This is an optimization exercise on Yosys and OpenROAD, whose aim is small area and a short achievable clock period, not a production implementation. RTL that was checked went through simulation tests only; none was proved equivalent to the original. Power and IR drop assume default switching activity.

==> flow/design.v (excerpt) <==
module dsp_alu
  (
   input             clk,
   input [2:0]       ctrl,
   input [31:0]      src_a, src_b,
   output [31:0]     result);
   localparam K1 = 20, K2 = 5;
   wire [31:0] a = src_a, b = src_b;
   wire op_and = ctrl == 3'd0;
   wire op_or  = ctrl == 3'd1;
   wire op_mul = ctrl == 3'd3;
   wire op_div = ctrl == 3'd4;
   wire op_sub = ctrl == 3'd6;
   wire op_slt = ctrl == 3'd7;
   wire op_add = ctrl == 3'd2 || ctrl == 3'd5;
   wire [31:0] x0 = op_mul ? a : op_add ? b : op_slt ? ~a : ~b;
   wire [31:0] r0 = (op_div | op_add | op_sub) ? a :
                    op_slt ? b : op_and ? (a & b) : op_or ? (a | b) : 32'd0;
   reg [31:0] m0;
   integer    k;
   always @(*) begin
      m0[0] = op_div | op_mul & b[0] | op_add | op_sub | op_slt;
      for (k = 1; k < 32; k = k + 1)
        m0[k] = op_div ? ~|(b >> (32 - k)) : op_mul & b[k];
   end
   wire [31:0] rv [0:32];
   wire [31:0] xv [0:32];
   wire [31:0] mq [0:32];
   wire        dv [0:32];
   wire        sb [0:32];
   wire        qs [0:32];
   assign rv[32] = r0;
   assign xv[32] = x0;
   assign mq[32] = m0;
   assign dv[32] = op_div;
   assign sb[32] = op_sub;
   assign qs[32] = op_div | op_slt;
   genvar j;
   generate
      for (j = 31; j >= 0; j = j - 1) begin : row
         wire [31:0] ri, xi, mi;
         wire        di, si, qi;
  ...
==> module dsp_alu, before the edit <==
module dsp_alu
  (
   input             clk,
   input [2:0]       ctrl,
   input [31:0]      src_a, src_b,
   output [31:0]     result);
   localparam K1 = 20, K2 = 5;
   wire [31:0] a = src_a, b = src_b;
   wire op_and = ctrl == 3'd0;
   wire op_or  = ctrl == 3'd1;
   wire op_mul = ctrl == 3'd3;
   wire op_div = ctrl == 3'd4;
   wire op_sub = ctrl == 3'd6;
   wire op_slt = ctrl == 3'd7;
   wire op_add = ctrl == 3'd2 || ctrl == 3'd5;
   wire [31:0] x0 = op_mul ? a : op_add ? b : op_slt ? ~a : ~b;
   wire [31:0] r0 = (op_div | op_add | op_sub) ? a :
                    op_slt ? b : op_and ? (a & b) : op_or ? (a | b) : 32'd0;
   reg [31:0] m0;
   integer    k;
   always @(*) begin
      m0[0] = op_div | op_mul & b[0] | op_add | op_sub | op_slt;
      for (k = 1; k < 32; k = k + 1)
        m0[k] = op_div ? ~|(b >> (32 - k)) : op_mul & b[k];
   end
   wire [31:0] rv [0:32];
   wire [31:0] xv [0:32];
   wire [31:0] mq [0:32];
   wire        dv [0:32];
   wire        sb [0:32];
   wire        qs [0:32];
   assign rv[32] = r0;
   assign xv[32] = x0;
   assign mq[32] = m0;
   assign dv[32] = op_div;
   assign sb[32] = op_sub;
   assign qs[32] = op_div | op_slt;
   genvar j;
   generate
      for (j = 31; j >= 0; j = j - 1) begin : row
         wire [31:0] ri, xi, mi;
         wire        di, si, qi;
         if (j == K1 - 1 || j == K2 - 1) begin : cut
            reg [31:0] r_q, x_q, m_q;
            reg        d_q, s_q, qs_q;
            always @(posedge clk) begin
               r_q <= rv[j+1]; x_q <= xv[j+1]; m_q <= mq[j+1];
               d_q <= dv[j+1]; s_q <= sb[j+1]; qs_q <= qs[j+1];
            end
            assign ri = r_q; assign xi = x_q; assign mi = m_q;
            assign di = d_q; assign si = s_q; assign qi = qs_q;
         end else begin : nocut
            assign ri = rv[j+1]; assign xi = xv[j+1]; assign mi = mq[j+1];
            assign di = dv[j+1]; assign si = sb[j+1]; assign qi = qs[j+1];
         end
         wire [31-j:0] ro;
         wire          q;
         mdrow #(.W(32 - j)) u_row
           (.r(ri[31:j]), .x(xi[31-j:0]), .ci(di | (j == 0 ? si : 1'b0)),
            .m(mi[j]), .dv(di), .ro(ro), .q(q));
         if (j == 0) begin : lsb
            assign rv[j] = ro;
         end else begin : rest
            assign rv[j] = {ro, ri[j-1:0]};
         end
         assign mq[j] = (mi & ~(32'd1 << j)) | ({31'd0, q} << j);
         assign xv[j] = xi;
         assign dv[j] = di;
         assign sb[j] = si;
         assign qs[j] = qi;
      end
   endgenerate
   generate
      if (K2 == 0) begin : outreg
         reg [31:0] res_q;
         always @(posedge clk) res_q <= qs[0] ? mq[0] : rv[0];
         assign result = res_q;
      end else begin : outcomb
         assign result = qs[0] ? mq[0] : rv[0];
      end
   endgenerate
endmodule
Settings: LEC_CHECK=0, ABC_AREA=1, CAP_MARGIN=20, CORE_MARGIN=2, CORE_UTILIZATION=40, CTS_CLUSTER_DIAMETER=60, CTS_CLUSTER_SIZE=12, SLEW_MARGIN=20, SYNTH_HIERARCHICAL=1; clock period 70.0 ns.
run.sh (not shown) runs the stock make flow with config.mk's settings and CLKGATE_MAP_FILE= SYNTH_SCRIPT=/design/flow/synth_recipe.tcl, a recipe that flattens the netlist after the stock synthesis.
Next try:
--- a/flow/design.v
+++ b/flow/design.v
@@ -57,11 +57,11 @@
   (
    input             clk,
    input [2:0]       ctrl,
    input [31:0]      src_a, src_b,
    output [31:0]     result);
-   localparam K1 = 20, K2 = 5;
+   localparam K1 = 21, K2 = 5;
    wire [31:0] a = src_a, b = src_b;
    wire op_and = ctrl == 3'd0;
    wire op_or  = ctrl == 3'd1;
    wire op_mul = ctrl == 3'd3;
    wire op_div = ctrl == 3'd4;
=>
- routed wire length is higher by 6.3%
- power rises by about 3.6%
- worst hold slack hardly moves
- sequential share of layout area hardly moves
- clock-buffer cell count is unchanged
- worst setup slack loses 0.33 ns
- clock skew decreases by 0.0031 ns
- design area stays flat
Only the layout flow was run in the first run of this note; the RTL was not checked for function there.

==> afterwards: timing with drivers on the ports <==
How much do the figures lean on ideal ports? The routed layouts below were timed once more, with nothing changed but the port constraints.
Step 1 sets driving cells, clkbuf_16 on the clock port and buf_2 on the other inputs (assumed; they add their load-dependent delay and slew).
Step 2 also shifts input and output timing later by t, the mid clock arrival at the registers, as if the neighbouring blocks saw the same clock.
Three values: no drivers, after step 1, after step 2; two values: the first two.
run	shift t [ns]	setup slack, ns	clock arrival spread, ns
the first run	0.550	42.206 / 42.223 / 41.673	0.020 / 0.020
the second run	0.548	41.877 / 41.811 / 42.197	0.019 / 0.019
After both steps setup and hold are still met in every run listed. The setup slack of the first run, which loses most, moves by +0.017 ns with the drivers and by -0.533 ns with both steps.
